From an optimization exercise on the open Yosys and OpenROAD flow, aimed at small area and a short achievable clock period; shortcuts taken in it are not production practice. The RTL was checked by simulation tests, not by an equivalence proof against the original design. Power and IR drop assume default switching activity.

<file path="flow/run.sh">
#!/bin/bash
set -euo pipefail
bash standard.sh SETUP_SLACK_MARGIN=9 "BUFFER_PORTS_ARGS=-buffer_cell sky130_fd_sc_hd__buf_2" finish > standard_flow.log 2>&1
</file>
<file path="standard.sh">
#!/bin/bash
# synth_recipe.tcl (not shown) runs the flow's synth.tcl, then flattens the netlist and writes it again
# the make line also repeats each setting of config.mk as NAME=value (left out here)
make -C /OpenROAD-flow-scripts/flow DESIGN_CONFIG=/design/flow/config.mk WORK_HOME=/design/flow/orfs CLKGATE_MAP_FILE= SYNTH_SCRIPT=/design/flow/synth_recipe.tcl "${@:-finish}"
</file>
<file path="config.mk">
export PLATFORM = sky130hd
export DESIGN_NAME = FPU_top
export DESIGN_NICKNAME = FPU_top
export VERILOG_FILES = /design/flow/design.v
export SDC_FILE = /design/flow/constraint.sdc
export NUM_CORES = 4
export LEC_CHECK = 0
export ABC_AREA = 1
export CAP_MARGIN = 20
export CORE_MARGIN = 2
export CORE_UTILIZATION = 40
export PLACE_DENSITY = 0.6
export SLEW_MARGIN = 20
</file>
<file path="constraint.sdc">
create_clock -name core_clock -period 15.0 [get_ports {i_clk}]
set_input_delay 3.0000 -clock core_clock [delete_from_list [all_inputs] [get_ports {i_clk}]]
set_output_delay 3.0000 -clock core_clock [all_outputs]
set_load 0.01 [all_outputs]
</file>
<file path="design.v">
module CLA_4bit (
    input  logic [3:0]  a,
    input  logic [3:0]  b,
    input  logic        cin,
    output logic [3:0]  sum,
    output logic        o_p,
    output logic        o_g
);
    logic [3:0] w_g, w_p;
    logic [3:0] w_c;
    assign w_g = a & b;
    assign w_p = a ^ b;
        assign w_c[0] = cin;
        assign w_c[1] = w_g[0] | (w_p[0] & w_c[0]);
        assign w_c[2] = w_g[1] | (w_p[1] & w_g[0]) | (w_p[1] & w_p[0] & w_c[0]);
        assign w_c[3] = w_g[2] | (w_p[2] & w_g[1]) | (w_p[2] & w_p[1] & w_g[0]) | (w_p[2] & w_p[1] & w_p[0] & w_c[0]);
    assign sum = w_p ^ w_c;
    assign o_p = &w_p;
    assign o_g = w_g[3] | (w_p[3] & w_g[2]) | (w_p[3] & w_p[2] & w_g[1]) | (w_p[3] & w_p[2] & w_p[1] & w_g[0]) | (w_p[3] & w_p[2] & w_p[1] & w_p[0] & w_c[0]);
endmodule
module CLA_8bit(
    input  logic        i_carry,
    input  logic [7:0]  i_data_a,
    input  logic [7:0]  i_data_b,
    output logic [7:0]  o_sum,
    output logic        o_carry
);
    logic [1:0] w_P, w_G;
    logic w_C;
    CLA_4bit CLA_4BIT_UNIT_0 (
        .a      (i_data_a[3:0]),
        .b      (i_data_b[3:0]),
        .cin    (i_carry),
        .sum    (o_sum[3:0]),
        .o_p    (w_P[0]),
        .o_g    (w_G[0])
    );
    assign w_C = w_G[0] | (w_P[0] & i_carry);
    CLA_4bit CLA_4BIT_UNIT_1 (
        .a      (i_data_a[7:4]),
        .b      (i_data_b[7:4]),
        .cin    (w_C),
        .sum    (o_sum[7:4]),
        .o_p    (w_P[1]),
        .o_g    (w_G[1])
    );
    assign o_carry = w_G[1] | (w_P[1] & (w_G[0] | (w_P[0] & i_carry)));
endmodule
module CLA_28bit(
    input logic         i_carry,
    input logic [27:0]  i_data_a,
    input logic [27:0]  i_data_b,
    output logic [27:0] o_sum,
    output logic        o_carry
);
logic [7:0] w_c;
logic [6:0] w_p;
logic [6:0] w_g;
genvar i;
generate
    assign w_c[0] = i_carry;
    CLA_4bit CLA_4BIT_UNIT_0 (
        .a      (i_data_a[3:0]),
        .b      (i_data_b[3:0]),
        .cin    (w_c[0]),
        .sum    (o_sum[3:0]),
        .o_p    (w_p[0]),
        .o_g    (w_g[0])
    );
    assign w_c[1] = w_g[0] | (w_p[0] & w_c[0]);
    for (i = 1; i < 7; i = i + 1) begin : CLA_BLOCK_GEN
        CLA_4bit CLA_4BIT_UNIT_1 (
            .a      (i_data_a[(i*4)+3 : i*4]),
            .b      (i_data_b[(i*4)+3 : i*4]),
            .cin    (w_c[i]),
            .sum    (o_sum[(i*4)+3 : i*4]),
            .o_p    (w_p[i]),
            .o_g    (w_g[i])
        );        
        assign w_c[i+1] = w_g[i] | (w_p[i] & w_c[i]);
    end
endgenerate
assign o_carry = w_c[7];
endmodule
module COMP_2bit(
    input  logic [1:0] i_data_a,
    input  logic [1:0] i_data_b,
    output logic       o_less,
    output logic       o_equal
);
    assign o_less  = ((~(i_data_a[1] | i_data_a[0])) & i_data_b[0]) | (~i_data_a[0] & (i_data_b[1] & i_data_b[0])) | (~i_data_a[1] & i_data_b[1]);
    assign o_equal = ~|(i_data_a ^ i_data_b);
endmodule
module COMP_4bit(
    input  logic [3:0] i_data_a,
    input  logic [3:0] i_data_b,
    output logic       o_less,
    output logic       o_equal
);
    logic w_less_low, w_equal_low;
    logic w_less_high, w_equal_high;
    COMP_2bit u_low (
        .i_data_a (i_data_a[1:0]),
        .i_data_b (i_data_b[1:0]),
        .o_less   (w_less_low),
        .o_equal  (w_equal_low)
    );
    COMP_2bit u_high (
        .i_data_a (i_data_a[3:2]),
        .i_data_b (i_data_b[3:2]),
        .o_less   (w_less_high),
        .o_equal  (w_equal_high)
    );
    assign o_less  = w_less_high | (w_equal_high & w_less_low);
    assign o_equal = w_equal_high & w_equal_low;
endmodule
module COMP_8bit (
    input  logic [7:0] i_data_a,
    input  logic [7:0] i_data_b,
    output logic                 o_less
);
    logic w_less_low, w_equal_low;
    logic w_less_high, w_equal_high;
    COMP_4bit u_low (
        .i_data_a (i_data_a[3:0]),
        .i_data_b (i_data_b[3:0]),
        .o_less   (w_less_low),
        .o_equal  (w_equal_low)
    );
    COMP_4bit u_high (
        .i_data_a (i_data_a[7:4]),
        .i_data_b (i_data_b[7:4]),
        .o_less   (w_less_high),
        .o_equal  (w_equal_high)
    );
    assign o_less = w_less_high | (w_equal_high & w_less_low);
endmodule
module COMP_28bit (
    input  logic [27:0] i_data_a,
    input  logic [27:0] i_data_b,
    output logic                 o_less  
);
    logic w_less_0_0, w_less_0_1, w_less_0_2, w_less_0_3, w_less_0_4, w_less_0_5, w_less_0_6;
    logic w_equal_0_0, w_equal_0_1, w_equal_0_2, w_equal_0_3, w_equal_0_4, w_equal_0_5, w_equal_0_6;
    COMP_4bit u_i_data_0 (
        .i_data_a (i_data_a[3:0]),
        .i_data_b (i_data_b[3:0]),
        .o_less   (w_less_0_0),
        .o_equal  (w_equal_0_0)
    );
    COMP_4bit u_i_data_1 (
        .i_data_a (i_data_a[7:4]),
        .i_data_b (i_data_b[7:4]),
        .o_less   (w_less_0_1),
        .o_equal  (w_equal_0_1)
    );
    COMP_4bit u_i_data_2 (
        .i_data_a (i_data_a[11:8]),
        .i_data_b (i_data_b[11:8]),
        .o_less   (w_less_0_2),
        .o_equal  (w_equal_0_2)
    );
    COMP_4bit u_i_data_3 (
        .i_data_a (i_data_a[15:12]),
        .i_data_b (i_data_b[15:12]),
        .o_less   (w_less_0_3),
        .o_equal  (w_equal_0_3)
    );
    COMP_4bit u_i_data_4 (
        .i_data_a (i_data_a[19:16]),
        .i_data_b (i_data_b[19:16]),
        .o_less   (w_less_0_4),
        .o_equal  (w_equal_0_4)
    );
    COMP_4bit u_i_data_5 (
        .i_data_a (i_data_a[23:20]),
        .i_data_b (i_data_b[23:20]),
        .o_less   (w_less_0_5),
        .o_equal  (w_equal_0_5)
    );
    COMP_4bit u_i_data_6 (
        .i_data_a (i_data_a[27:24]),
        .i_data_b (i_data_b[27:24]),
        .o_less   (w_less_0_6),
        .o_equal  (w_equal_0_6)
    );
    assign o_less = w_less_0_6
                  | (w_equal_0_6 & w_less_0_5)
                  | (w_equal_0_6 & w_equal_0_5 & w_less_0_4)
                  | (w_equal_0_6 & w_equal_0_5 & w_equal_0_4 & w_less_0_3)
                  | (w_equal_0_6 & w_equal_0_5 & w_equal_0_4 & w_equal_0_3 & w_less_0_2)
                  | (w_equal_0_6 & w_equal_0_5 & w_equal_0_4 & w_equal_0_3 & w_equal_0_2 & w_less_0_1)
                  | (w_equal_0_6 & w_equal_0_5 & w_equal_0_4 & w_equal_0_3 & w_equal_0_2 & w_equal_0_1 & w_less_0_0);
endmodule
module EXP_swap (
    input logic [7:0]     i_data_a        ,
    input logic [7:0]     i_data_b        ,
    output logic                    o_compare       ,    
    output logic [7:0]    o_less_data     ,
    output logic [7:0]    o_greater_data  
);
COMP_8bit COMP_LESS_UNIT (
    .i_data_a       (i_data_a),
    .i_data_b       (i_data_b),
    .o_less         (o_compare)
);
always_comb begin
    o_less_data     = (o_compare) ? i_data_a : i_data_b;
    o_greater_data  = (o_compare) ? i_data_b : i_data_a;
end
endmodule
module EXP_sub (
    input logic [7:0]   i_data_a,
    input logic [7:0]   i_data_b,
    output logic [7:0]  o_sub        
);
logic [7:0] w_data_b;
assign w_data_b = ~(i_data_b);
CLA_8bit CLA_8BIT_UNIT (
    .i_carry    (1'b1),
    .i_data_a   (i_data_a),
    .i_data_b   (w_data_b),
    .o_sum      (o_sub),
    .o_carry    ()
);
endmodule
module MAN_swap (
    input logic [23:0]         i_man_a     ,
    input logic [23:0]         i_man_b     ,
    input logic                     i_compare   ,
    output logic [23:0]     o_man_max   ,
    output logic [23:0]     o_man_min   
);
assign o_man_max    = i_compare ? i_man_b : i_man_a;
assign o_man_min    = i_compare ? i_man_a : i_man_b;
endmodule
module MAN_swap_2 (
    input logic [27:0]         i_man_a     ,
    input logic [27:0]         i_man_b     ,
    input logic                     i_compare   ,
    output logic [27:0]     o_man_max   ,
    output logic [27:0]     o_man_min   
);
assign o_man_max    = i_compare ? i_man_b : i_man_a;
assign o_man_min    = i_compare ? i_man_a : i_man_b;
endmodule
module SHF_right_28bit (
    input  logic [4:0] i_shift_number,
    input  logic [27:0]  i_data, 
    output logic [27:0]  o_data
);
localparam  SIZE_SHIFT = 5 ;
localparam  SIZE_DATA  = 28;
    logic [SIZE_DATA-1:0] stage [SIZE_SHIFT:0];
    assign stage[0] = i_data;
    genvar i;
    generate
        for (i = 0; i < SIZE_SHIFT; i++) begin : GEN_SHIFT
            localparam SHIFT_AMT = (1 << i);
            always_comb begin
                if (i_shift_number[i])
                    stage[i+1] = { {SHIFT_AMT{1'b0}}, stage[i][SIZE_DATA-1:SHIFT_AMT] };
                else
                    stage[i+1] = stage[i];
            end
        end
    endgenerate
    assign o_data = stage[SIZE_SHIFT];
endmodule
module SHF_left_28bit (
    input  logic [4:0] i_shift_number,
    input  logic [27:0]  i_data, 
    output logic [27:0]  o_data
);
localparam  SIZE_DATA  = 28;
localparam  SIZE_SHIFT = 5 ;
    logic [SIZE_DATA-1:0] stage [SIZE_SHIFT:0];
    assign stage[0] = i_data;
    genvar i;
    generate
        for (i = 0; i < SIZE_SHIFT; i++) begin : GEN_SHIFT
            localparam SHIFT_AMT = (1 << i);
            always_comb begin
                if (i_shift_number[i])
                    stage[i+1] = { stage[i][SIZE_DATA-1-SHIFT_AMT:0], {SHIFT_AMT{1'b0}} };
                else
                    stage[i+1] = stage[i];
            end
        end
    endgenerate
    assign o_data = stage[SIZE_SHIFT];
endmodule
module SIGN_unit (
    input logic             i_add_sub       ,
    input logic             i_comp_man      ,
    input logic             i_sign_man_a    ,
    input logic             i_sign_man_b    ,
    output logic            o_sign_s        
);
assign o_sign_s = (~i_add_sub & i_sign_man_b & i_comp_man) | (i_add_sub & ~i_sign_man_b & i_comp_man) | (i_sign_man_a & ~i_comp_man);
endmodule
module MAN_ALU #(
    parameter NUM_OP    = 1 
)(
    input logic [NUM_OP-1:0]    i_fpu_op        ,
    input logic                 i_sign_a        ,
    input logic                 i_sign_b        ,
    input logic [27:0]  i_man_max       ,
    input logic [27:0]  i_man_min       ,
    output logic [27:0] o_man_alu       ,
    output logic                o_overflow       
);
logic w_i_carry;
logic [27:0] w_n_man_b;
logic [27:0] w_i_man_b;
logic w_overflow;
assign w_i_carry = i_fpu_op ? ~(i_sign_a ^ i_sign_b) : (i_sign_a ^ i_sign_b);
assign w_n_man_b = ~(i_man_min);
assign w_i_man_b = w_i_carry ? w_n_man_b : i_man_min;
CLA_28bit ALU_SUB_UNIT (
    .i_carry        (w_i_carry),
    .i_data_a       (i_man_max),
    .i_data_b       (w_i_man_b),
    .o_sum          (o_man_alu),
    .o_carry        (w_overflow)
);
assign o_overflow = w_i_carry ? 1'b0 : w_overflow;
endmodule
module LOPD_4bit(
    input logic [3:0]       i_data  ,
    output logic [1:0]      o_pos_one,
    output logic            o_zero_flag
);
assign o_zero_flag = ~(i_data[3]|i_data[2]|(i_data[1]|i_data[0])) ;
assign o_pos_one[1] = (i_data[0] | i_data[1])&(~i_data[2])&(~i_data[3]);
assign o_pos_one[0] = ((~i_data[3])&i_data[2]) | ((~i_data[3])&(~i_data[1])&(i_data[0]));
endmodule
module LOPD_8bit(
    input logic [7:0]       i_data  ,
    output logic [2:0]      o_pos_one,
    output logic            o_zero_flag
);
logic w_zero_flag_0;
logic [1:0] w_pos_one_0;
LOPD_4bit LOPD_4bit_unit_0 (
    .i_data         (i_data[3:0]),
    .o_pos_one      (w_pos_one_0),
    .o_zero_flag    (w_zero_flag_0)
);
logic w_zero_flag_1;
logic [1:0] w_pos_one_1;
LOPD_4bit LOPD_4bit_unit_1 (
    .i_data         (i_data[7:4]),
    .o_pos_one      (w_pos_one_1),
    .o_zero_flag    (w_zero_flag_1)
);
logic [2:0] w_o_pos_one;
assign o_zero_flag = w_zero_flag_0 & w_zero_flag_1;
assign w_o_pos_one[2] = w_zero_flag_1;
assign w_o_pos_one[1] = w_zero_flag_1 ? w_pos_one_0[1] : w_pos_one_1[1];
assign w_o_pos_one[0] = w_zero_flag_1 ? w_pos_one_0[0] : w_pos_one_1[0];
assign o_pos_one = o_zero_flag ? '0 : w_o_pos_one;
endmodule
module LOPD_16bit(
    input logic [15:0]       i_data  ,
    output logic [3:0]      o_pos_one,
    output logic            o_zero_flag
);
logic [2:0]         w_pos_one_0;  
logic               w_zero_flag_0;
LOPD_8bit LOPD_8bit_unit_0(
    .i_data         (i_data[7:0]),
    .o_pos_one      (w_pos_one_0),
    .o_zero_flag    (w_zero_flag_0)
);
logic [2:0]         w_pos_one_1;  
logic               w_zero_flag_1;
LOPD_8bit LOPD_8bit_unit_1(
    .i_data         (i_data[15:8]),
    .o_pos_one      (w_pos_one_1),
    .o_zero_flag    (w_zero_flag_1)
);
logic [3:0] w_o_pos_one;
assign o_zero_flag = w_zero_flag_0 & w_zero_flag_1;
assign w_o_pos_one[3] = w_zero_flag_1;
assign w_o_pos_one[2] = w_zero_flag_1 ? w_pos_one_0[2] : w_pos_one_1[2];
assign w_o_pos_one[1] = w_zero_flag_1 ? w_pos_one_0[1] : w_pos_one_1[1];
assign w_o_pos_one[0] = w_zero_flag_1 ? w_pos_one_0[0] : w_pos_one_1[0];
assign o_pos_one = o_zero_flag ? '0 : w_o_pos_one;
endmodule
module LOPD_24bit (
    input logic [23:0]     i_data          ,
    output logic [4:0]    o_one_position  ,
    output logic                    o_zero_flag      
);
logic [15:0]     LOPD16_i_data;
assign LOPD16_i_data = i_data[23:8];
logic [3:0]      LOPD16_o_pos_one;
logic            LOPD16_o_zero_flag;
LOPD_16bit LOPD_16bit_UNIT_MSB (
    .i_data             (LOPD16_i_data),
    .o_pos_one          (LOPD16_o_pos_one),
    .o_zero_flag        (LOPD16_o_zero_flag)
);
logic [7:0]      LOPD8_i_data;
assign LOPD8_i_data = i_data[7:0];
logic [2:0]      LOPD8_o_pos_one;
logic            LOPD8_o_zero_flag;
LOPD_8bit LOPD_8bit_UNIT_LSB (
    .i_data             (LOPD8_i_data),
    .o_pos_one          (LOPD8_o_pos_one),
    .o_zero_flag        (LOPD8_o_zero_flag)
);
logic [4:0]        w_o_one_position;
assign o_zero_flag         = LOPD16_o_zero_flag & LOPD8_o_zero_flag;
assign w_o_one_position[4] = LOPD16_o_zero_flag;
assign w_o_one_position[3] = LOPD16_o_zero_flag ? 1'b0               : LOPD16_o_pos_one[3];
assign w_o_one_position[2] = LOPD16_o_zero_flag ? LOPD8_o_pos_one[2] : LOPD16_o_pos_one[2];
assign w_o_one_position[1] = LOPD16_o_zero_flag ? LOPD8_o_pos_one[1] : LOPD16_o_pos_one[1];
assign w_o_one_position[0] = LOPD16_o_zero_flag ? LOPD8_o_pos_one[0] : LOPD16_o_pos_one[0];
assign o_one_position = o_zero_flag ? 5'b11111 : w_o_one_position;
endmodule
module EXP_adjust (
    input  logic                    i_overflow  ,
    input  logic                    i_underflow ,
    input  logic                    i_zero_flag ,
    input  logic [7:0]    i_lopd_value,
    input  logic [7:0]     i_exp_value ,
    output logic [7:0]     o_exp_result
);
logic [7:0] w_exp_result;
logic w_i_carry;
assign w_i_carry = ~(i_overflow | i_underflow);
logic [7:0] w_data_b;
assign w_data_b = i_overflow ? 8'b0000_0001 : (i_underflow ? '0 : ~(i_lopd_value));
CLA_8bit CLA_8BIT_UNIT (
    .i_carry    (w_i_carry),
    .i_data_a   (i_exp_value),
    .i_data_b   (w_data_b),
    .o_sum      (w_exp_result),
    .o_carry    ()
);
assign o_exp_result = i_zero_flag ? 8'h00 : w_exp_result;
endmodule
module NORMALIZATION_unit (
    input logic                     i_overflow      ,
    input logic                     i_zero_flag     ,
    input logic [4:0]     i_one_position  ,
    input logic [27:0]     i_mantissa      ,
    output logic [27:0]    o_mantissa       
);
logic [27:0] w_shift_left;
SHF_left_28bit  SHF_left_28bit_unit (
    .i_shift_number     (i_one_position),
    .i_data             (i_mantissa), 
    .o_data             (w_shift_left)
);
assign o_mantissa = i_zero_flag ? '0 : (i_overflow ? {1'b1, i_mantissa[27:1]} : (~i_mantissa[27] ? w_shift_left : i_mantissa) );
endmodule
module RND_add (
    input logic [23:0]     i_data  ,
    input logic                     i_carry ,
    output logic [23:0]    o_data  ,
    output logic                    o_carry  
);
    logic [23:0] w_carry;
    assign w_carry[0] = i_carry;
    genvar i;
    generate
        for (i = 1; i < 24; i++) begin : proc_propage_one
            assign w_carry[i] = (&i_data[i-1:0]) & w_carry[0];
        end
    endgenerate
    assign o_data = i_data ^ w_carry;
    assign o_carry = (&i_data) & w_carry[0];
endmodule
module ROUNDING_unit (
    input logic [27:0]          i_man           ,
    output logic [23:0]  o_man_result    ,
    output logic                        o_ov_flow       
);
localparam SIZE_MAN          = 28;
localparam SIZE_MAN_RESULT   = 24;
logic [SIZE_MAN_RESULT-1:0] w_man_temp;
assign w_man_temp = i_man[SIZE_MAN-1:SIZE_MAN-SIZE_MAN_RESULT];
logic w_guard_bit, w_round_bit, w_sticky_bit;
assign w_guard_bit = i_man[3];
assign w_round_bit = i_man[2];
assign w_sticky_bit= i_man[1] | i_man[0];
logic w_rounding_result;
assign w_rounding_result = (w_guard_bit & w_round_bit) | (w_round_bit & w_sticky_bit);
RND_add  INCREASE_ROUNDING (
    .i_data         (w_man_temp),
    .i_carry        (w_rounding_result),
    .o_data         (o_man_result),
    .o_carry        (o_ov_flow) 
);
endmodule
module PSC_unit(
    input logic                     i_add_sub   ,
    input logic                     i_sign_a    ,
    input logic [7:0]               i_exp_a     ,
    input logic [23:0]              i_man_a     ,
    input logic                     i_sign_b    ,
    input logic [7:0]               i_exp_b     ,
    input logic [23:0]              i_man_b     ,
    output logic                    o_sel_exp   ,
    output logic [1:0]              o_sel_man    
);
logic w_E_one_A, w_E_one_B;
logic w_M_zero_A, w_M_zero_B;
assign w_E_one_A    = &i_exp_a;
assign w_E_one_B    = &i_exp_b;
assign w_M_zero_A   = ~|i_man_a[22:0];
assign w_M_zero_B   = ~|i_man_b[22:0];
assign o_sel_exp = (~i_sign_b & w_E_one_B & ~w_M_zero_B) | (~i_sign_a & w_E_one_A & ~w_M_zero_A) | (w_E_one_A & w_M_zero_A & w_E_one_B & w_M_zero_B);
assign o_sel_man[1] = (~i_sign_b & w_E_one_B & ~w_M_zero_B) | (~i_sign_a & w_E_one_A & ~w_M_zero_A & ~i_sign_b) | (~i_add_sub & ~i_sign_a & w_E_one_A & ~w_M_zero_A & ~w_M_zero_B) | (~i_add_sub & ~i_sign_a & w_E_one_A & w_E_one_B & w_M_zero_B) | (~i_sign_a & w_E_one_A & ~w_M_zero_A & w_E_one_B) | (~i_sign_a & w_E_one_A & ~i_sign_b & w_E_one_B) | (i_add_sub & i_sign_a & w_E_one_A & w_M_zero_A & i_sign_b & w_E_one_B & w_M_zero_B);
assign o_sel_man[0] = (~i_add_sub & ~i_sign_a & w_E_one_A & w_M_zero_A & ~i_sign_b & w_E_one_B & w_M_zero_B) | (~i_add_sub & i_sign_a & w_E_one_A & w_M_zero_A & i_sign_b & w_E_one_B & w_M_zero_B) | (i_add_sub & ~i_sign_a & w_E_one_A & w_M_zero_A & i_sign_b & w_E_one_B & w_M_zero_B) | (i_add_sub & i_sign_a & w_E_one_A & w_M_zero_A & ~i_sign_b & w_E_one_B & w_M_zero_B);
endmodule
module FPU_unit #(
    parameter NUM_OP    = 1
)(
    input logic [NUM_OP-1:0]    i_add_sub       ,
    input logic [31:0]          i_32_a          ,
    input logic [31:0]          i_32_b          ,
    output logic [31:0]         o_32_s          ,
    output logic                o_ov_flag       ,
    output logic                o_un_flag        
);
logic w_sign_a, w_sign_b;
logic [7:0] w_exponent_a, w_exponent_b;
logic [23:0] w_mantissa_a, w_mantissa_b;
assign w_sign_a = i_32_a[31];
assign w_sign_b = i_32_b[31];
assign w_exponent_a = i_32_a[30:23];
assign w_exponent_b = i_32_b[30:23]; 
assign w_mantissa_a = {1'b1, i_32_a[22:0]};
assign w_mantissa_b = {1'b1, i_32_b[22:0]};
logic w_sign_result;
logic [7:0] w_exponent_result;
logic [23:0] w_mantissa_result;
logic w_EXPSWAP_compare;
logic [7:0] w_EXPSWAP_max, w_EXPSWAP_min;
logic [7:0] w_EXPSUB_diff_value;
logic [23:0] w_MAN_SWAP1_max, w_MAN_SWAP1_min;
logic [27:0] w_MAN_SHF_RIGHT_min, w_MAN_SHF_RIGHT_max;
logic w_MAN_COMP_28BIT_less;
logic w_MAN_PRE_SWAP_BY_MAN_compara;
logic [27:0] w_MAN_PRE_SWAP_BY_MAN_max,      w_MAN_PRE_SWAP_BY_MAN_min;
logic [27:0] w_MAN_ALU_man;
logic        w_MAN_ALU_overflow;
logic [4:0] w_LOPD_24BIT_one_position;
logic       w_LOPD_24BIT_zero_flag;
logic [7:0] w_EXP_ADJUST_result;
logic [27:0] w_NORMALIZATION_man;
logic [23:0] w_ROUNDING_man;
logic        w_ROUNDING_ov_flow;
logic                    PSC_o_sel_exp;
logic [1:0]              PSC_o_sel_man;
EXP_swap EXP_SWAP_UNIT (
    .i_data_a           (w_exponent_a),
    .i_data_b           (w_exponent_b),
    .o_compare          (w_EXPSWAP_compare),    
    .o_less_data        (w_EXPSWAP_min),
    .o_greater_data     (w_EXPSWAP_max) 
);
EXP_sub  EXP_SUB_UNIT(
    .i_data_a           (w_EXPSWAP_max),
    .i_data_b           (w_EXPSWAP_min),
    .o_sub              (w_EXPSUB_diff_value)
);
 MAN_swap MAN_PRE_SWAP_BY_EXPONENT_UNIT (
    .i_man_a            (w_mantissa_a),
    .i_man_b            (w_mantissa_b),
    .i_compare          (w_EXPSWAP_compare),
    .o_man_max          (w_MAN_SWAP1_max),
    .o_man_min          (w_MAN_SWAP1_min)
);
assign w_MAN_SHF_RIGHT_max = {w_MAN_SWAP1_max, 4'b0};
SHF_right_28bit  SHF_RIGHT_28BIT_UNIT (
    .i_shift_number     (w_EXPSUB_diff_value[4:0]),
    .i_data             ({w_MAN_SWAP1_min, 4'b0}), 
    .o_data             (w_MAN_SHF_RIGHT_min)
);
COMP_28bit MAN_COMP_28BIT_UNIT (
    .i_data_a           (w_MAN_SHF_RIGHT_max),
    .i_data_b           (w_MAN_SHF_RIGHT_min),
    .o_less             (w_MAN_COMP_28BIT_less)
);
assign w_MAN_PRE_SWAP_BY_MAN_compara = w_MAN_COMP_28BIT_less;
MAN_swap_2  MAN_PRE_SWAP_BY_MAN_UNIT (
    .i_man_a            (w_MAN_SHF_RIGHT_max),   
    .i_man_b            (w_MAN_SHF_RIGHT_min),   
    .i_compare          (w_MAN_PRE_SWAP_BY_MAN_compara),
    .o_man_max          (w_MAN_PRE_SWAP_BY_MAN_max),
    .o_man_min          (w_MAN_PRE_SWAP_BY_MAN_min)
);
SIGN_unit SIGN_OUT(
    .i_add_sub       (i_add_sub),
    .i_comp_man      (w_MAN_COMP_28BIT_less | w_EXPSWAP_compare),
    .i_sign_man_a    (w_sign_a),
    .i_sign_man_b    (w_sign_b),
    .o_sign_s        (w_sign_result) 
);
MAN_ALU #(
    .NUM_OP         (NUM_OP)
) MAN_ALU_UNIT (
    .i_fpu_op           (i_add_sub),
    .i_sign_a           (w_sign_a),
    .i_sign_b           (w_sign_b),
    .i_man_max          (w_MAN_PRE_SWAP_BY_MAN_max),
    .i_man_min          (w_MAN_PRE_SWAP_BY_MAN_min),
    .o_man_alu          (w_MAN_ALU_man),
    .o_overflow         (w_MAN_ALU_overflow)
);
LOPD_24bit LOPD_24BIT_UNIT (
    .i_data             (w_MAN_ALU_man[27:4]),
    .o_one_position     (w_LOPD_24BIT_one_position),
    .o_zero_flag        (w_LOPD_24BIT_zero_flag)
);
EXP_adjust EXP_ADJUST_UNIT (
    .i_overflow         (o_ov_flag),
    .i_underflow        (w_MAN_ALU_man[27]),
    .i_zero_flag        (w_LOPD_24BIT_zero_flag),
    .i_lopd_value       ({3'b0, w_LOPD_24BIT_one_position}),
    .i_exp_value        (w_EXPSWAP_max),
    .o_exp_result       (w_EXP_ADJUST_result)
);
NORMALIZATION_unit NORMALIZATION_UNIT (
    .i_overflow         (w_MAN_ALU_overflow),
    .i_zero_flag        (w_LOPD_24BIT_zero_flag),
    .i_one_position     (w_LOPD_24BIT_one_position),
    .i_mantissa         (w_MAN_ALU_man),
    .o_mantissa         (w_NORMALIZATION_man) 
);
ROUNDING_unit ROUNDING_UNIT (
    .i_man              (w_NORMALIZATION_man),
    .o_man_result       (w_ROUNDING_man),
    .o_ov_flow          (w_ROUNDING_ov_flow)
);
PSC_unit PSC_UNIT(
    .i_add_sub          (i_add_sub),
    .i_sign_a           (w_sign_a),
    .i_exp_a            (w_exponent_a),
    .i_man_a            (w_mantissa_a),
    .i_sign_b           (w_sign_b),
    .i_exp_b            (w_exponent_b),
    .i_man_b            (w_mantissa_b),
    .o_sel_exp          (PSC_o_sel_exp),
    .o_sel_man          (PSC_o_sel_man) 
);
assign w_exponent_result = PSC_o_sel_exp ? 8'hFF : w_EXP_ADJUST_result; 
Mux_4_to_1 SEL_MANTISSA_FOR_RESULT (
    .i_sel          (PSC_o_sel_man),
    .i_data_00      (w_ROUNDING_man),
    .i_data_01      (24'h000000),
    .i_data_10      (24'h000001),
    .i_data_11      (w_ROUNDING_man),
    .o_data         (w_mantissa_result) 
);
assign o_32_s = {w_sign_result, w_exponent_result, w_mantissa_result[22:0]};
assign o_ov_flag = w_MAN_ALU_overflow | w_ROUNDING_ov_flow;
assign o_un_flag = ~w_MAN_ALU_man[27];
endmodule
module Mux_4_to_1 (
    input logic [1:0]               i_sel    ,
    input logic [23:0]     i_data_00,
    input logic [23:0]     i_data_01,
    input logic [23:0]     i_data_10,
    input logic [23:0]     i_data_11,
    output logic [23:0]    o_data    
);
logic [23:0] w_o_data;
always_comb begin : proc_mux_4_to_1
    case (i_sel)
        2'b00: 
            w_o_data = i_data_00;
        2'b01:
            w_o_data = i_data_01;
        2'b10:
            w_o_data = i_data_10;
        2'b11:
            w_o_data = i_data_11; 
        default: 
            w_o_data = i_data_00;
    endcase
end
assign o_data = w_o_data;
endmodule
module FPU_top  #(
    parameter NUM_OP    = 1
)(
    input logic                 i_clk           ,
    input logic                 i_rst_n         ,
    input logic [NUM_OP-1:0]    i_add_sub       ,
    input logic [31:0]          i_32_a          ,
    input logic [31:0]          i_32_b          ,
    output logic [31:0]         o_32_s          ,
    output logic                o_ov_flag       ,
    output logic                o_un_flag
);
logic        w_sa, w_sb, w_sbe, w_eff_sub;
logic [7:0]  w_ea, w_eb;
logic [22:0] w_fa, w_fb;
logic [4:0]  w_dab;
logic [4:0]  w_dba;
logic        w_exp_lt;
logic [4:0]  w_shamt;
logic        w_sh0, w_f_lt, w_f_gt, w_swap2, w_sign, w_near;
logic [7:0]  w_emax;
logic [22:0] w_big, w_small;
logic        w_sel_exp;
logic [1:0]  w_sel_man;
assign w_sa = i_32_a[31];
assign w_sb = i_32_b[31];
assign w_ea = i_32_a[30:23];
assign w_eb = i_32_b[30:23];
assign w_fa = i_32_a[22:0];
assign w_fb = i_32_b[22:0];
assign w_sbe     = w_sb ^ i_add_sub[0];
assign w_eff_sub = w_sa ^ w_sbe;
assign w_dab    = w_ea[4:0] - w_eb[4:0];
assign w_dba    = w_eb[4:0] - w_ea[4:0];
assign w_shamt  = w_exp_lt ? w_dba : w_dab;
logic [7:0] w_e_gt [3:0];
logic [7:0] w_e_lt [3:0];
assign w_e_gt[0] = w_ea & ~w_eb;
assign w_e_lt[0] = ~w_ea & w_eb;
genvar gi;
generate
    for (gi = 0; gi < 3; gi++) begin : GEN_ECMP
        for (genvar gj = 0; gj < (4 >> gi); gj++) begin : GEN_ECMP_NODE
            assign w_e_gt[gi+1][gj] = w_e_gt[gi][2*gj+1] | (~w_e_lt[gi][2*gj+1] & w_e_gt[gi][2*gj]);
            assign w_e_lt[gi+1][gj] = w_e_lt[gi][2*gj+1] | (~w_e_gt[gi][2*gj+1] & w_e_lt[gi][2*gj]);
        end
        assign w_e_gt[gi+1][7:(4 >> gi)] = '0;
        assign w_e_lt[gi+1][7:(4 >> gi)] = '0;
    end
endgenerate
assign w_exp_lt = w_e_lt[3][0];
assign w_emax   = w_exp_lt ? w_eb : w_ea;
assign w_sh0    = (w_ea[4:0] == w_eb[4:0]);
assign w_f_lt   = w_fa < w_fb;
assign w_f_gt   = w_fb < w_fa;
assign w_big    = w_exp_lt ? w_fb : w_fa;
assign w_small  = w_exp_lt ? w_fa : w_fb;
assign w_swap2  = w_eff_sub & w_sh0 & (w_exp_lt ? w_f_gt : w_f_lt);
assign w_sign   = (w_exp_lt | (w_sh0 & w_f_lt)) ? w_sbe : w_sa;
assign w_near   = w_eff_sub & ((w_dab == 5'd0) | (w_exp_lt ? (w_dab == 5'd31) : (w_dab == 5'd1)));
PSC_unit PSC_UNIT(
    .i_add_sub          (i_add_sub[0]),
    .i_sign_a           (w_sa),
    .i_exp_a            (w_ea),
    .i_man_a            ({1'b1, w_fa}),
    .i_sign_b           (w_sb),
    .i_exp_b            (w_eb),
    .i_man_b            ({1'b1, w_fb}),
    .o_sel_exp          (w_sel_exp),
    .o_sel_man          (w_sel_man)
);
logic [22:0] r_big, r_small;
logic [4:0]  r_shamt;
logic [7:0]  r_emax;
logic        r_sign, r_eff_sub, r_swap2, r_near, r_sh0n, r_sel_exp;
logic [1:0]  r_sel_man;
always_ff @( posedge i_clk ) begin
    r_big       <= w_big;
    r_small     <= w_small;
    r_shamt     <= w_shamt;
    r_emax      <= w_emax;
    r_sign      <= w_sign;
    r_eff_sub   <= w_eff_sub;
    r_swap2     <= w_swap2;
    r_near      <= w_near;
    r_sh0n      <= ~w_shamt[0];
    r_sel_exp   <= w_sel_exp;
    r_sel_man   <= w_sel_man;
end
logic [27:0] w_A, w_Bf;
logic [27:0] w_sh [5:0];
logic [27:0] w_Rf, w_Nf;
logic        w_coutf, w_ovf, w_zerof, w_rndf, w_rnd_ovf;
logic [7:0]  w_expf;
assign w_A = {1'b1, r_big, 4'b0};
assign w_sh[0] = {1'b1, r_small, 4'b0} ^ {28{r_eff_sub}};
generate
    for (gi = 0; gi < 5; gi++) begin : GEN_RSHIFT
        assign w_sh[gi+1] = r_shamt[gi] ? {{(1<<gi){r_eff_sub}}, w_sh[gi][27:(1<<gi)]} : w_sh[gi];
    end
endgenerate
assign w_Bf = w_sh[5];
assign {w_coutf, w_Rf} = {1'b0, w_A} + {1'b0, w_Bf} + {28'd0, r_eff_sub};
assign w_ovf   = ~r_eff_sub & w_coutf;
assign w_zerof = ~|w_Rf[27:4];
assign w_Nf = w_ovf ? {1'b1, w_Rf[27:1]} : (w_Rf[27] ? w_Rf : {w_Rf[26:0], 1'b0});
assign w_rndf    = ~w_zerof & w_Nf[2] & (w_Nf[3] | w_Nf[1] | w_Nf[0]);
assign w_rnd_ovf = w_rndf & (&w_Nf[27:4]);
always_comb begin
    if (w_zerof)                  w_expf = 8'h00;
    else if (w_ovf | w_rnd_ovf)   w_expf = r_emax + 8'd1;
    else if (w_Rf[27])            w_expf = r_emax;
    else                          w_expf = r_emax - 8'd1;
end
logic [27:0] w_Bn, w_Sn, w_Rn, w_Nn;
logic [4:0]  w_lz;
logic        w_zeron;
logic [7:0]  w_expn;
assign w_Bn = r_sh0n ? {1'b1, r_small, 4'b0} : {1'b0, 1'b1, r_small, 3'b0};
assign w_Sn = w_A + ~w_Bn + {27'd0, ~r_swap2};
assign w_Rn = w_Sn ^ {28{r_swap2}};
logic [31:0] w_lzd_in;
assign w_lzd_in = {w_Rn[27:4], 8'hFF};
logic [15:0] w_v1;  logic [15:0] w_p1;
logic [7:0]  w_v2;  logic [1:0]  w_p2 [7:0];
logic [3:0]  w_v3;  logic [2:0]  w_p3 [3:0];
logic [1:0]  w_v4;  logic [3:0]  w_p4 [1:0];
generate
    for (gi = 0; gi < 16; gi++) begin : GEN_LZ1
        assign w_v1[gi] = w_lzd_in[2*gi+1] | w_lzd_in[2*gi];
        assign w_p1[gi] = ~w_lzd_in[2*gi+1];
    end
    for (gi = 0; gi < 8; gi++) begin : GEN_LZ2
        assign w_v2[gi] = w_v1[2*gi+1] | w_v1[2*gi];
        assign w_p2[gi] = w_v1[2*gi+1] ? {1'b0, w_p1[2*gi+1]} : {1'b1, w_p1[2*gi]};
    end
    for (gi = 0; gi < 4; gi++) begin : GEN_LZ3
        assign w_v3[gi] = w_v2[2*gi+1] | w_v2[2*gi];
        assign w_p3[gi] = w_v2[2*gi+1] ? {1'b0, w_p2[2*gi+1]} : {1'b1, w_p2[2*gi]};
    end
    for (gi = 0; gi < 2; gi++) begin : GEN_LZ4
        assign w_v4[gi] = w_v3[2*gi+1] | w_v3[2*gi];
        assign w_p4[gi] = w_v3[2*gi+1] ? {1'b0, w_p3[2*gi+1]} : {1'b1, w_p3[2*gi]};
    end
endgenerate
assign w_lz    = w_v4[1] ? {1'b0, w_p4[1]} : {1'b1, w_p4[0]};
assign w_zeron = ~|w_Rn[27:4];
logic [27:0] w_ls [5:0];
assign w_ls[5] = w_Rn;
generate
    for (gi = 4; gi >= 0; gi--) begin : GEN_LSHIFT
        assign w_ls[gi] = w_lz[gi] ? {w_ls[gi+1][27-(1<<gi):0], {(1<<gi){1'b0}}} : w_ls[gi+1];
    end
endgenerate
assign w_Nn = w_ls[0];
assign w_expn = w_zeron ? 8'h00 : (r_emax - {3'b0, w_lz});
logic [22:0] w_man_pre;
logic        w_rnd_sel, w_ov_flag, w_un_flag;
logic [7:0]  w_exp;
always_comb begin
    case (r_sel_man)
        2'b01:   begin w_man_pre = 23'd0; w_rnd_sel = 1'b0;  end
        2'b10:   begin w_man_pre = 23'd1; w_rnd_sel = 1'b0;  end
        default: begin
            w_man_pre = r_near ? w_Nn[26:4] : w_Nf[26:4];
            w_rnd_sel = ~r_near & w_rndf;
        end
    endcase
end
assign w_exp     = r_sel_exp ? 8'hFF : (r_near ? w_expn : w_expf);
assign w_ov_flag = ~r_near & (w_ovf | w_rnd_ovf);
assign w_un_flag = r_near ? ~w_Rn[27] : ~w_Rf[27];
logic        q_sign, q_rnd;
logic [7:0]  q_exp;
logic [22:0] q_man;
always_ff @( posedge i_clk or negedge i_rst_n ) begin
    if(~i_rst_n) begin
        q_sign              <= '0;
        q_exp               <= '0;
        q_man               <= '0;
        q_rnd               <= '0;
        o_ov_flag           <= '0;
        o_un_flag           <= '0;
    end else begin
        q_sign              <= r_sign;
        q_exp               <= w_exp;
        q_man               <= w_man_pre;
        q_rnd               <= w_rnd_sel;
        o_ov_flag           <= w_ov_flag;
        o_un_flag           <= w_un_flag;
    end
end
logic [22:0] w_pa [5:0];
assign w_pa[0] = q_man;
generate
    for (gi = 0; gi < 5; gi++) begin : GEN_PAND
        for (genvar gj = 0; gj < 23; gj++) begin : GEN_PAND_BIT
            if (gj >= (1 << gi))
                assign w_pa[gi+1][gj] = w_pa[gi][gj] & w_pa[gi][gj - (1 << gi)];
            else
                assign w_pa[gi+1][gj] = w_pa[gi][gj];
        end
    end
endgenerate
logic [22:0] w_inc;
assign w_inc = {w_pa[5][21:0], 1'b1} & {23{q_rnd}};
assign o_32_s = {q_sign, q_exp, q_man ^ w_inc};
endmodule
</file>
==> flow_metrics.tcl, run 1 <==
set metrics [dict create \
    status "finished clean" \
    placed_area_um2 13800 \
    synth.top_cells.by_area "nand2_1 19%, nand3_1 10%, dfxtp_1 10%, ha_1 8.8%, inv_1 7.7%" \
    crit_chain "nand4_1 > nor2_2 > inv_1 > nor2_4 > inv_2 > nor2_4 > nand2_2 > nor2_2 > and2_4 > nand2_1 > inv_1 > nand2_1 > inv_2 > nand2_4 > nor3_4 > nand3_2 > xnor2_1 > buf_2" \
    firstDrtPassIters 6 \
    clock_latency_ns 0.37 \
    p_sw_mw 1.68 \
    die_x_um 185 \
    antenna_found_initial 0 \
    ctsHoldBuffers 0 \
    grt_start_max_net_pins 85 \
    slew_viol_final 0 \
    antenna_left 0 \
    finalSetupViolCount 0 \
    fp.coreArea_um2 32500 \
    final_cells 2770 \
    syn2layout_area_growth_pct 9.19 \
    syn_inst 2276 \
    path_clk_slew_ns 0.07 \
    skew_ns 0.0124 \
    cp_num_buf_inv 5 \
    setup-tns-final_ns 0 \
    hold_viol 0 \
    cts_buffers 9 \
    rsz0062_at_grt "false" \
    setup_slack_ns 9.23 \
    max_slew.worst_pin.slew_ns 1.07 \
    post-place-ws_ns 8.32 \
    wl_um 47200 \
    wire_per_inst_um 17.0 \
    pwr-share-seq_pct 15.2 \
    min_path_type "reg2reg" \
    cts_tree "done" \
    gp_congestion 1.02 \
    regArea_um2 2220 \
    ys_ff_latch 102 \
    drc 0 \
    drt_iter0_drc 1345 \
    syn_area_per_cell_um2 5.77 \
    die_height_um 185 \
    drive_above_1_share_pct 8.76 \
    clockRootBuffer "clkbuf_16" \
    num_rows 66 \
    fillCellCount 3546 \
    power_density_nw_per_um2 198 \
    cp_slowest_cell "dfrtp_1" \
    cap_violations 0 \
    ir_drop_uv 78.8 \
    period_share_pct 38.5 \
    grt_use_total_pct 27.6 \
    numClockSinks 102 \
    clock_path_buffers 2 \
    port_buffers 100 \
    final_common_cell "nand2_1" \
    max_stage_delay_ns 0.38 \
    grt_pass1_vias 14100 \
    utilization_pct 44.2 \
    p_leak_nw 7.43 \
    io_pins 101 \
    grt_first_pass_wirelength_um 74400 \
    combPwrFrac_pct 76.6 \
    crit_type "reg2out" \
    die_area_um2 34300 \
    worstPathMaxFanout 5 \
    end_kind "output pin" \
    cts_max_level 3 \
    overflow 0 \
    synth.distinct_cells 54 \
    start_kind "register" \
    dp.cells 2741 \
    fmax_mhz 173 \
    ys.flop_type "dfxtp_1" \
    viasPerCell 5.45 \
    num_vias 15100 \
    finalInstanceArea_um2 14300 \
    worstPathArrival_ns 2.77 \
    min_period_ns 5.77 \
    mostFrequentLayoutCells "653 x nand2_1, 272 x nand3_1, 263 x inv_1, 182 x nor2_1, 169 x o21ai_0" \
    syn-num-nets 2438 \
    cp.required_ns 12.00 \
    holdWs_ns 0.329 \
    internal_power_mw 1.16 \
    antenna_cells 0 \
    crit_family "simple AND/OR/NAND/NOR gates" \
    async_flop_share_pct 34.3 \
    dpl.hpwl_um 38900 \
    yosysWarnings 9 \
    seq_area_frac_synth_pct 16.9 \
    synth-edff-count 0 \
    syn_area_um2 13100 \
    synth_largest_area_cell "nand2_1" \
    synth.top_cell.area_share_pct 18.7 \
    finalNetCount 2485 \
    slew_headroom_pct 28.2 \
    power_mw 2.84 \
    multi_input_area_um2 9560 \
    p_sw_share_pct 59.2 \
    start_util_pct 40.5 \
    clockPowerShare_pct 8.2 \
]
## per-layer routing
layer / global-route usage [%] / wire (um) / share of wire, % / vias to the layer above
li1: - / - / - / 7564
met1: 37.3 / 21400 / 45 / 6868
met2: 44.8 / 20800 / 44 / 555
met3: 3.20 / 3080 / 6.5 / 98
met4: 11.2 / 1960 / 4.2 / 0
met5: 0 / 0 / 0 / -
## power groups by stage
| stage | combinational [mW] | clock, mW | sequential (mW) |
|---|---|---|---|
| 2_1_floorplan | 1.56 | 0 | 0.398 |
| 3_3_place_gp | 2.09 | 0 | 0.431 |
| 3_5_place_dp | 2.10 | 0 | 0.432 |
| 4_1_cts | 2.11 | 0.236 | 0.427 |
| 5_1_grt | 2.44 | 0.248 | 0.438 |
| 6_report | 2.18 | 0.232 | 0.431 |
## state kept, by name, indices dropped and copies added (netlist names), 2 cells and up
register / flops
q_man: 23
r_big: 23
r_small: 23
q_exp: 8
r_emax: 8
r_shamt: 5
r_sel_man: 2
## final timing paths
| kind | slack (ns) | startpoint | end | depth (start not counted) |
|---|---|---|---|---|
| max | 9.23 | q_man[1] | o_32_s[21] | 18 |
| min | 0.33 | r_sign | q_sign | 0 |
| max reg2reg | 9.36 | r_sh0n | q_exp[6] | 25 |
| min reg2reg | 0.33 | r_sign | q_sign | 0 |
| max in group asynchronous | 11.77 | i_rst_n | q_sign | 1 |
| min in group asynchronous | 2.72 | i_rst_n | q_man[18] | 1 |
## cell families after synthesis
family | Yosys count | share of synthesized area [%]
buffers and inverters | 365 | 11.4
DFF | 102 | 16.9
and+or+nand+nor | 1226 | 39.9
muxes | 1 | 0.0762
AOI/OAI and AO/OA | 397 | 16.6
xor gates and xnor gates | 90 | 6.00
adders and majority gates | 95 | 9.22
## area by class of cell
cell class / instances / share of cell area [%]
inverter: 280 / 7.47
tap: 442 / 3.85
clock buffer: 9 / 1.57
clock inverter: 7 / 0.462
multi-input combinational: 1810 / 66.6
timing repair buffer: 117 / 4.46
sequential: 102 / 15.5
timing repair inverter: 3 / 0.105
## synthesized netlist by cell type (7+ instances only)
cell type / n
a31oi_1: 26
nand4_1: 25
o21ai_1: 14
nand2_1: 656
nor4_1: 20
nand3b_1: 8
xor2_1: 66
buf_2: 21
buf_6: 7
buf_1: 7
nand3_1: 273
nor2_1: 186
inv_1: 268
dfrtp_1: 35
nor3_1: 23
o211ai_1: 17
xnor2_1: 24
inv_2: 10
ha_1: 92
clkbuf_1: 38
buf_4: 12
dfxtp_1: 67
a21oi_1: 130
o21ai_0: 173
nand2_2: 8
## worst reg2reg max path: cells and delay by family (launching register included)
| family | cells | cell delay, ns |
|---|---|---|
| AOI/OAI and AO/OA | 9 | 2.12 |
| adders and majority gates | 2 | 0.84 |
| xor gates and xnor gates | 1 | 0.34 |
| and+or+nand+nor | 11 | 1.55 |
| buffers and inverters | 2 | 0.39 |
| DFF | 1 | 0.31 |
## timing repair
item,CTS,global route
setup buffers,1,8
gates cloned,2,2
hold endpoints to repair,0,0
gates resized for setup,8,37
endpoints found under the setup margin,13,29
pin swaps,0,9
==> inputs of run 2 (changes only) <==
==> flow/run.sh (replaced) <==
#!/bin/bash
set -euo pipefail
bash standard.sh SETUP_SLACK_MARGIN=9.6 "BUFFER_PORTS_ARGS=-buffer_cell sky130_fd_sc_hd__buf_2" finish > standard_flow.log 2>&1
==> run 2 against run 1 <==
Still clean. Area after synthesis stayed put. Worst hold slack hardly changed. First-iteration DRC count is 8.0% higher. Design area is 5.2% higher. Worst setup slack better by 0.13 ns. Utilization is 2.3 points higher. Die area stayed put. Synthesized cell count stayed put. Flip-flop and latch count stayed put. Largest cell class unchanged. Highest routed layer unchanged.
==> flow_metrics.tcl, run 2 <==
set metrics [dict create \
    status "finished clean" \
    cp.required_ns 12.00 \
    fp.coreArea_um2 32500 \
    p_sw_mw 1.75 \
    syn_area_per_cell_um2 5.77 \
    end_kind "output pin" \
    syn_area_um2 13100 \
    overflow 0 \
    clock_path_buffers 2 \
    combPwrFrac_pct 77.6 \
    min_period_ns 5.64 \
    path_clk_slew_ns 0.08 \
    fmax_mhz 177 \
    holdWs_ns 0.329 \
    ctsHoldBuffers 0 \
    crit_chain "nand4_1 > nor2_2 > inv_2 > nor2_4 > inv_2 > nor2_4 > nand2_2 > buf_4 > buf_6 > buf_6 > buf_6 > buf_6 > buf_4 > buf_4 > buf_4 > xor2_1 > buf_2" \
    grt_pass1_vias 14300 \
    top_regs "q_man: 23 flops, r_big: 23 flops, r_small: 23 flops" \
    grt_start_max_net_pins 85 \
    ys.flop_type "dfxtp_1" \
    async_flop_share_pct 34.3 \
    antenna_left 0 \
    setup-tns-final_ns 0 \
    antenna_cells 0 \
    port_buffers 100 \
    cts_max_level 3 \
    p_sw_share_pct 58.6 \
    grt_first_pass_wirelength_um 75000 \
    antenna_found_initial 0 \
    clockPowerShare_pct 7.8 \
    pwr-share-seq_pct 14.6 \
    seq_area_frac_synth_pct 16.9 \
    wire_per_inst_um 17.3 \
    drc 0 \
    grt_use_total_pct 27.9 \
    r2r_end "q_exp[6]" \
    synth.distinct_cells 54 \
    min_path_type "reg2reg" \
    cp_slowest_cell "dfrtp_1" \
    die_area_um2 34300 \
    r2r_slack_ns 9.96 \
    die_height_um 185 \
    period_share_pct 37.6 \
    finalSetupViolCount 0 \
    cap_violations 0 \
    worstPathMaxFanout 2 \
    rsz0062_at_grt "true" \
    firstDrtPassIters 6 \
    synth.top_cell.area_share_pct 18.7 \
    start_util_pct 40.5 \
    synth-edff-count 0 \
    syn-num-nets 2438 \
    drive_above_1_share_pct 12.6 \
    slew_viol_final 0 \
    ys_ff_latch 102 \
    ys_top_cells_by_count "656 x nand2_1, 273 x nand3_1, 268 x inv_1, 186 x nor2_1, 173 x o21ai_0" \
    max_stage_delay_ns 0.36 \
    worstPathArrival_ns 2.64 \
    rr_startpoint "r_sh0n" \
    final_cells 2824 \
    die_x_um 185 \
    syn_inst 2276 \
    final_common_cell "nand2_1" \
    max_slew.worst_pin.slew_ns 0.932 \
    num_rows 66 \
    dp.cells 2741 \
    p_leak_nw 7.75 \
    synth_largest_area_cell "nand2_1" \
    num_vias 15400 \
    fillCellCount 3471 \
    start_kind "register" \
    min_path_cells 0 \
    crit_type "reg2out" \
    io_pins 101 \
    power_density_nw_per_um2 198 \
    synth.top_cells.by_area "nand2_1 19%, nand3_1 10%, dfxtp_1 10%, ha_1 8.8%, inv_1 7.7%" \
    yosysWarnings 9 \
    power_mw 2.99 \
    wl_um 48800 \
    finalNetCount 2539 \
    gp_congestion 1.02 \
    skew_ns 0.0114 \
    syn2layout_area_growth_pct 14.8 \
    numClockSinks 102 \
    clockRootBuffer "clkbuf_16" \
    yosysMostFrequentCell "nand2_1" \
    cts_tree "done" \
    cts_buffers 9 \
    reg2regPathDepth 29 \
    mostFrequentLayoutCells "648 x nand2_1, 272 x nand3_1, 260 x inv_1, 176 x nor2_1, 155 x o21ai_0" \
    hold_end "q_sign" \
    hold_viol 0 \
    clock_latency_ns 0.37 \
    ir_drop_uv 79.0 \
    internal_power_mw 1.24 \
    min_from "r_sign" \
    viasPerCell 5.46 \
    slew_headroom_pct 37.8 \
    dpl.hpwl_um 38900 \
    drt_iter0_drc 1453 \
]
## run 2: changes by cell type in the layout (fill, tap and decap cells not counted), sizes merged
cell / previous run / this run
buf: 117 / 167
clkinv: 5 / 4
clkinvlp: 6 / 7
nand2: 668 / 670
clkbuf: 9 / 11
## run 2: worst max path at each step
stage | to | cells after the start | slack (ns) | startpoint
3_5_place_dp | q_exp[6] | 26 | 8.32 | r_sh0n
3_3_place_gp | q_exp[6] | 26 | 8.31 | r_sh0n
2_1_floorplan | o_32_s[21] | 17 | 9.67 | q_man[1]
4_1_cts | o_32_s[21] | 18 | 9.32 | q_man[0]
5_1_grt | o_32_s[16] | 18 | 9.21 | q_rnd
6_report | o_32_s[8] | 17 | 9.36 | q_rnd
## run 2: power groups by stage
stage	Sequential [mW]	Clock [mW]	Combinational [mW]
after detailed placement	0.432	0	2.10
final	0.436	0.233	2.32
after global routing	0.442	0.248	2.58
after global placement	0.431	0	2.09
after floorplan	0.398	0	1.56
after CTS	0.428	0.236	2.15
## run 2: cell type report
cell class / count / area (um^2) / area share, %
timing repair inverter: 3 / 20.0 / 0.133
clock inverter: 7 / 66.3 / 0.439
clock buffer: 9 / 225 / 1.49
timing repair buffer: 169 / 1110 / 7.35
multi-input combinational: 1812 / 9790 / 64.9
tap: 442 / 553 / 3.66
inverter: 280 / 1100 / 7.28
sequential: 102 / 2230 / 14.8
## run 2: layer usage
metal	routed length [um]	global-route usage, %	vias up
met4	2080	11.6	0
li1	-	-	7678
met2	21600	45.3	597
met5	0	0	-
met3	3290	3.19	111
met1	21900	37.4	7020
## run 2: logic make-up (layout without fill, tap and decap cells)
family,after synthesis,in the layout,synth area share (%)
fa+ha+maj,95,95,9.22
mux,1,1,0.0762
simple gates,1226,1229,39.9
buf+inv,365,468,11.4
compound gates,397,397,16.6
flops,102,102,16.9
xor+xnor,90,90,6.00
## run 2: worst max-delay path: cells and delay by family (launching register included)
family | cells | cell delay, ns
xor+xnor | 1 | 0.15
buf+inv | 11 | 1.19
flops | 1 | 0.36
simple gates | 5 | 0.55
## run 2: through the flow
step | util [%] | setup WS (ns) | cell area, um^2
final | 46.5 | 9.36 | 15100
after global routing | 46.5 | 9.21 | 15100
after CTS | 44.6 | 9.32 | 14500
after detailed placement | 42.6 | 8.32 | 13800
after global placement | 42.6 | 8.31 | 13800
after floorplan | - | 9.67 | 13100
## run 2: repair_timing
item / in CTS / in global routing
setup endpoints to repair: 42 / 40
pin swaps: 12 / 28
gates resized for setup: 47 / 88
setup buffers: 24 / 35
gates cloned: 3 / 5
==> inputs of run 3 (changes only) <==
==> flow/run.sh (replaced) <==
#!/bin/bash
set -euo pipefail
bash standard.sh SETUP_SLACK_MARGIN=9.9 "BUFFER_PORTS_ARGS=-buffer_cell sky130_fd_sc_hd__buf_2" finish > standard_flow.log 2>&1
==> run 3 against run 2 <==
Clock skew up 0.0028 ns. Clock-buffer cell count stayed put. Worst hold slack gained 0.0047 ns. Maximum frequency shrank 1.8%. Clock power grew 4%. Flip-flop and latch count stayed put. Largest cell class unchanged.
==> flow_metrics.tcl, run 3 <==
set metrics [dict create \
    hold_viol 0 \
    status "finished clean" \
    ys_top_cells_by_count "656 x nand2_1, 273 x nand3_1, 268 x inv_1, 186 x nor2_1, 173 x o21ai_0" \
    worstPathMaxFanout 2 \
    crit_type "reg2out" \
    syn-num-nets 2438 \
    ctsHoldBuffers 0 \
    path_clk_slew_ns 0.08 \
    top_regs "q_man: 23 flops, r_big: 23 flops, r_small: 23 flops" \
    cts_max_level 3 \
    die_x_um 185 \
    slew_headroom_pct 37.5 \
    slew_viol_final 0 \
    ys.flop_type "dfxtp_1" \
    cts_tree "done" \
    combPwrFrac_pct 79.5 \
    syn_area_um2 13100 \
    mostFrequentLayoutCells "625 x nand2_1, 271 x nand3_1, 257 x inv_1, 163 x nor2_1, 134 x o21ai_0" \
    p_sw_share_pct 57.1 \
    setup_slack_ns 9.26 \
    gp_congestion 1.00 \
    start_util_pct 40.5 \
    drc 0 \
    overflow 0 \
    finalSetupViolCount 0 \
    synth.top_cells.by_area "nand2_1 19%, nand3_1 10%, dfxtp_1 10%, ha_1 8.8%, inv_1 7.7%" \
    grt_use_total_pct 29.1 \
    min_path_type "reg2reg" \
    end_kind "output pin" \
    drive_above_1_share_pct 20.3 \
    period_share_pct 38.3 \
    cap_violations 0 \
    num_rows 66 \
    numClockSinks 102 \
    yosysMostFrequentCell "nand2_1" \
    fp.coreArea_um2 32500 \
    pwr-share-seq_pct 13.2 \
    dpl.hpwl_um 39300 \
    syn2layout_area_growth_pct 27.7 \
    placed_area_um2 13900 \
    cp.required_ns 12.00 \
    p_sw_mw 1.89 \
    rsz0062_at_grt "true" \
    wl_um 53000 \
    setup-tns-final_ns 0 \
    clockRootBuffer "clkbuf_16" \
    holdWs_ns 0.333 \
    yosysWarnings 9 \
    synth_largest_area_cell "nand2_1" \
    power_density_nw_per_um2 198 \
    power_mw 3.32 \
    min_period_ns 5.74 \
    crit_chain "inv_1 > nor2_2 > inv_2 > nor2_4 > inv_2 > nor2_4 > nand2_2 > buf_4 > buf_4 > buf_4 > buf_4 > buf_4 > buf_4 > buf_4 > buf_4 > xor2_1 > buf_2" \
    async_flop_share_pct 34.3 \
    antenna_found_initial 0 \
    final_common_cell "nand2_1" \
    antenna_left 0 \
    worst_path_most_repeated_cell "buf_4" \
    cts_buffers 9 \
    synth-edff-count 0 \
    internal_power_mw 1.42 \
    finalNetCount 2616 \
    max_stage_delay_ns 0.38 \
    synth.top_cell.area_share_pct 18.7 \
    clock_latency_ns 0.37 \
    skew_ns 0.0142 \
    synth_xor_xnor_area_share_pct 6.00 \
    synth_top_family_by_area "simple AND/OR/NAND/NOR gates" \
    syn_inst 2276 \
    synth.distinct_cells 54 \
    cp_slowest_cell "dfrtp_1" \
    port_buffers 100 \
    seq_area_frac_synth_pct 16.9 \
    crit_family "buffers and inverters" \
    ir_drop_uv 83.8 \
    post-place-ws_ns 8.29 \
    grt_start_max_net_pins 85 \
    die_height_um 185 \
    grt_pass1_vias 14600 \
    synth_compound_area_share_pct 16.6 \
    wire_per_inst_um 18.3 \
    die_area_um2 34300 \
    synthSimpleGateAreaFrac_pct 39.9 \
    num_vias 16100 \
    drt_iter0_drc 1751 \
    clockPowerShare_pct 7.3 \
    max_slew.worst_pin.slew_ns 0.936 \
    muxShareOfSynthArea_pct 0.0762 \
    firstDrtPassIters 7 \
    syn_area_per_cell_um2 5.77 \
    yosys.area_share.adder_pct 9.22 \
    clock_path_buffers 2 \
    io_pins 101 \
    viasPerCell 5.56 \
    cp_num_buf_inv 12 \
    fmax_mhz 174 \
    p_leak_nw 8.37 \
    worstPathArrival_ns 2.74 \
    antenna_cells 0 \
    start_kind "register" \
    finalInstanceArea_um2 16800 \
    ys_ff_latch 102 \
    grt_first_pass_wirelength_um 78100 \
]
==> run 3: power groups by stage <==
stage | Sequential (mW) | Combinational, mW | Clock, mW
after CTS | 0.424 | 2.24 | 0.248
after global placement | 0.429 | 2.11 | 0
after detailed placement | 0.428 | 2.10 | 0
after floorplan | 0.400 | 1.56 | 0
final | 0.439 | 2.64 | 0.242
after global routing | 0.445 | 2.89 | 0.258
==> run 3: logic make-up (layout without fill, tap and decap cells) <==
group	after synthesis	in the layout
mux	1	1
flops	102	102
buf+inv	365	541
simple gates	1226	1233
compound gates	397	397
fa+ha+maj	95	95
xor+xnor	90	90
==> run 3: per-layer routing <==
layer	GRT usage, %	vias to the layer above	share of wire, %
li1	-	7836	-
met1	38.3	7395	42
met2	48.4	754	46
met3	4.90	144	8.2
met4	9.52	0	3.5
met5	0	-	0
==> run 3: timing repair <==
item,4_1_cts,5_1_grt
hold endpoints to repair,0,0
cloned,5,15
pin swaps,27,80
resized for setup,91,258
endpoints found under the setup margin,66,46
buffers inserted,64,59
==> run 3: worst paths after layout <==
check / from / end / slack [ns] / cells after the start
max: q_man[3] / o_32_s[8] / 9.26 / 17
min: r_sign / q_sign / 0.33 / 0
max reg2reg: r_sh0n / q_exp[6] / 10.16 / 28
max in group asynchronous: i_rst_n / q_sign / 11.73 / 1
min reg2reg: r_sign / q_sign / 0.33 / 0
min in group asynchronous: i_rst_n / q_man[12] / 2.72 / 1
==> run 3: cell type report <==
| class | count | area, um^2 |
|---|---|---|
| clock buffer | 9 | 225 |
| clock inverter | 7 | 78.8 |
| fill | 3266 | 15700 |
| inverter | 280 | 1110 |
| multi-input combinational | 1816 | 10700 |
| sequential | 102 | 2230 |
| tap | 442 | 553 |
| timing repair buffer | 241 | 1890 |
| timing repair inverter | 4 | 25.0 |
==> run 3: metrics by stage <==
step	utilization, %	cells
3_5_place_dp	42.7	2742
2_1_floorplan	-	2276
4_1_cts	46.4	2827
5_1_grt	51.7	2901
6_report	51.7	2901
3_3_place_gp	42.7	2742
==> inputs of run 4 (changes only) <==
==> flow/run.sh (replaced) <==
#!/bin/bash
set -euo pipefail
bash standard.sh SETUP_SLACK_MARGIN=9.4 "BUFFER_PORTS_ARGS=-buffer_cell sky130_fd_sc_hd__buf_2" finish > standard_flow.log 2>&1
==> run 4 against run 3 <==
Synthesized cell count unchanged. Worst setup slack better by 0.19 ns. Flip-flop and latch count unchanged. Critical path type unchanged. Largest power group unchanged.
==> flow_metrics.tcl, run 4 <==
set metrics [dict create \
    finalSetupViolCount 0 \
    fillCellCount 3505 \
    antenna_found_initial 0 \
    dp.cells 2741 \
    num_rows 66 \
    min_period_ns 5.56 \
    syn_area_um2 13100 \
    cts_max_level 3 \
    min_path_type "reg2reg" \
    drc 0 \
    cts_tree "done" \
    yosysWarnings 9 \
    cp_slowest_cell "dfrtp_1" \
    slew_headroom_pct 38.8 \
    period_share_pct 37.0 \
    async_flop_share_pct 34.3 \
    die_height_um 185 \
    rr_startpoint "r_sh0n" \
    gp_congestion 1.02 \
    num_vias 15200 \
    power_density_nw_per_um2 198 \
    slew_viol_final 0 \
    grt_first_pass_wirelength_um 75000 \
    worst_path_most_repeated_cell "inv_2" \
    ys.flop_type "dfxtp_1" \
    ys_top_cells_by_count "656 x nand2_1, 273 x nand3_1, 268 x inv_1, 186 x nor2_1, 173 x o21ai_0" \
    fmax_mhz 180 \
    overflow 0 \
    worstPathArrival_ns 2.56 \
    synth.top_cell.area_share_pct 18.7 \
    cap_violations 0 \
    busiest_layer "met2" \
    grt_use_total_pct 27.9 \
    grt_start_max_net_pins 85 \
    grt.met3_usage_pct 3.30 \
    hold_viol 0 \
    gr-usage-met1_pct 37.4 \
    dpl.hpwl_um 38900 \
    synth-edff-count 0 \
    worstPathMaxFanout 5 \
    drt_iter0_drc 1444 \
    status "finished clean" \
    io_pins 101 \
    crit_start "q_rnd" \
    drive_above_1_share_pct 10.6 \
    cts_buffers 9 \
    mostFrequentLayoutCells "651 x nand2_1, 272 x nand3_1, 260 x inv_1, 180 x nor2_1, 161 x o21ai_0" \
    ir_drop_uv 79.6 \
    numClockSinks 102 \
    wire_per_inst_um 17.1 \
    final_common_cell "nand2_1" \
    seq_area_frac_synth_pct 16.9 \
    start_kind "register" \
    grtUsageMet2_pct 45.2 \
    rsz0062_at_grt "true" \
    firstDrtPassIters 8 \
    antenna_left 0 \
    path_clk_slew_ns 0.08 \
    crit_type "reg2out" \
    holdWs_ns 0.329 \
    crit_chain "nand4_1 > nor2_2 > inv_2 > nor2_4 > inv_2 > nor2_4 > nand2_2 > nor2_2 > and2_4 > nand2_2 > inv_2 > nand2_2 > inv_2 > nand2_4 > nor3_4 > a21oi_2 > a21oi_1 > buf_2" \
    grt_pass1_vias 14300 \
    antenna_cells 0 \
    start_util_pct 40.5 \
    finalInstanceArea_um2 14700 \
    max_stage_delay_ns 0.36 \
    max_slew.worst_pin.slew_ns 0.917 \
    synth.top_cells.by_area "nand2_1 19%, nand3_1 10%, dfxtp_1 10%, ha_1 8.8%, inv_1 7.7%" \
    cp_num_buf_inv 5 \
    final_cells 2796 \
    synth.distinct_cells 54 \
    port_buffers 100 \
    wl_um 47800 \
    clock_latency_ns 0.37 \
    crit_family "simple AND/OR/NAND/NOR gates" \
    post-place-ws_ns 8.32 \
    placed_area_um2 13800 \
    ys_ff_latch 102 \
    cp.required_ns 12.00 \
    syn_inst 2276 \
    p_leak_nw 7.57 \
    fp.coreArea_um2 32500 \
    yosysMostFrequentCell "nand2_1" \
    finalNetCount 2511 \
    top_regs "q_man: 23 flops, r_big: 23 flops, r_small: 23 flops" \
    clock_path_buffers 2 \
    setup-tns-final_ns 0 \
    synth_largest_area_cell "nand2_1" \
    syn2layout_area_growth_pct 11.8 \
    skew_ns 0.0115 \
    die_x_um 185 \
    clockRootBuffer "clkbuf_16" \
    setup_slack_ns 9.44 \
    viasPerCell 5.44 \
    min_from "r_sign" \
    syn-num-nets 2438 \
    syn_area_per_cell_um2 5.77 \
    die_area_um2 34300 \
    end_kind "output pin" \
]
## run 4: changes by cell type in the layout (fill, tap and decap cells not counted), moves of 18 or more
cell and delta:
buf_6 -21, buf_4 -63, nand2_2 -21, o21ai_2 -18, o21ai_0 +27, nand2_1 +26, ha_1 +25
## run 4: area by class of cell
| cell class | instances | area, um^2 | share of cell area, % |
|---|---|---|---|
| repair inverters | 3 | 17.5 | 0.119 |
| repair buffers | 143 | 855 | 5.82 |
| clock buffers | 9 | 225 | 1.53 |
| inverters | 280 | 1090 | 7.41 |
| flip-flops and latches | 102 | 2220 | 15.1 |
| clock inverters | 7 | 66.3 | 0.451 |
| well taps | 442 | 553 | 3.76 |
| multi-input cells | 1810 | 9670 | 65.8 |
## run 4: logic make-up after synthesis
logic type	Yosys count	synth area share [%]
AND/OR/NAND/NOR	1226	39.9
AO/OA/AOI/OAI	397	16.6
buffers and inverters	365	11.4
flip-flops	102	16.9
adder cells (fa/ha/maj)	95	9.22
XOR/XNOR	90	6.00
multiplexers	1	0.0762
## run 4: stage by stage
stage | power, mW | util, %
after floorplan | 1.96 | -
after global placement | 2.53 | 42.6
after detailed placement | 2.53 | 42.6
after CTS | 2.80 | 44.4
after global routing | 3.19 | 45.3
final | 2.90 | 45.3
## run 4: path summary, 6_finish.rpt
check | end | cells after the start | slack (ns)
worst max-delay path | o_32_s[16] | 18 | 9.44
worst min-delay path | q_sign | 0 | 0.33
worst max register to register | q_exp[6] | 26 | 9.66
worst min register to register | q_sign | 0 | 0.33
max in group asynchronous | q_sign | 1 | 11.77
min in group asynchronous | q_man[18] | 1 | 2.72
## run 4: repair_timing
item	in CTS	in global routing
pin swaps	10	14
gates resized for setup	38	50
setup buffers	23	12
endpoints found under the setup margin	40	28
hold buffers	0	0
gates cloned	3	1
## run 4: routing by layer
layer	part of all wire [%]	wire length, um
met5	0	0
met3	6.1	2920
met4	4.0	1900
met2	44	21200
met1	46	21800
## run 4: power breakdown
group	internal [mW]	leakage, nW	total (mW)	switching (mW)
sequential	0.349	0.958	0.434	0.0845
clock	0.117	0.146	0.232	0.115
combinational	0.726	6.47	2.24	1.51
total	1.19	7.57	2.90	1.71
## run 4: worst register-to-register path: stages (launching register included)
cell	delay (ns)
dfxtp_1	0.37
buf_12	0.21
nand2_1	0.09
o21ai_1	0.22
ha_1	0.37
a21oi_1	0.23
o21ai_0	0.17
nand2_1	0.09
nand2_1	0.05
a31oi_1	0.23
o21ai_1	0.17
a21oi_2	0.20
xor2_1	0.25
nand2_1	0.11
nor2_2	0.23
nand2_8	0.15
nor2_4	0.19
nand2_1	0.16
nand3_4	0.26
clkinvlp_4	0.19
fa_1	0.45
o31ai_2	0.29
nand2_1	0.11
a21oi_1	0.14
nor3_1	0.06
a21oi_1	0.19
nand2_1	0.07

Re-timed with assumed drivers on the ports (clkbuf_16 on the clock, buf_2 on other inputs), run 4 has 9.394 ns of setup slack against 9.443 ns with ideal ports, and 9.465 ns once port delays also move by the mid clock arrival of 0.415 ns.
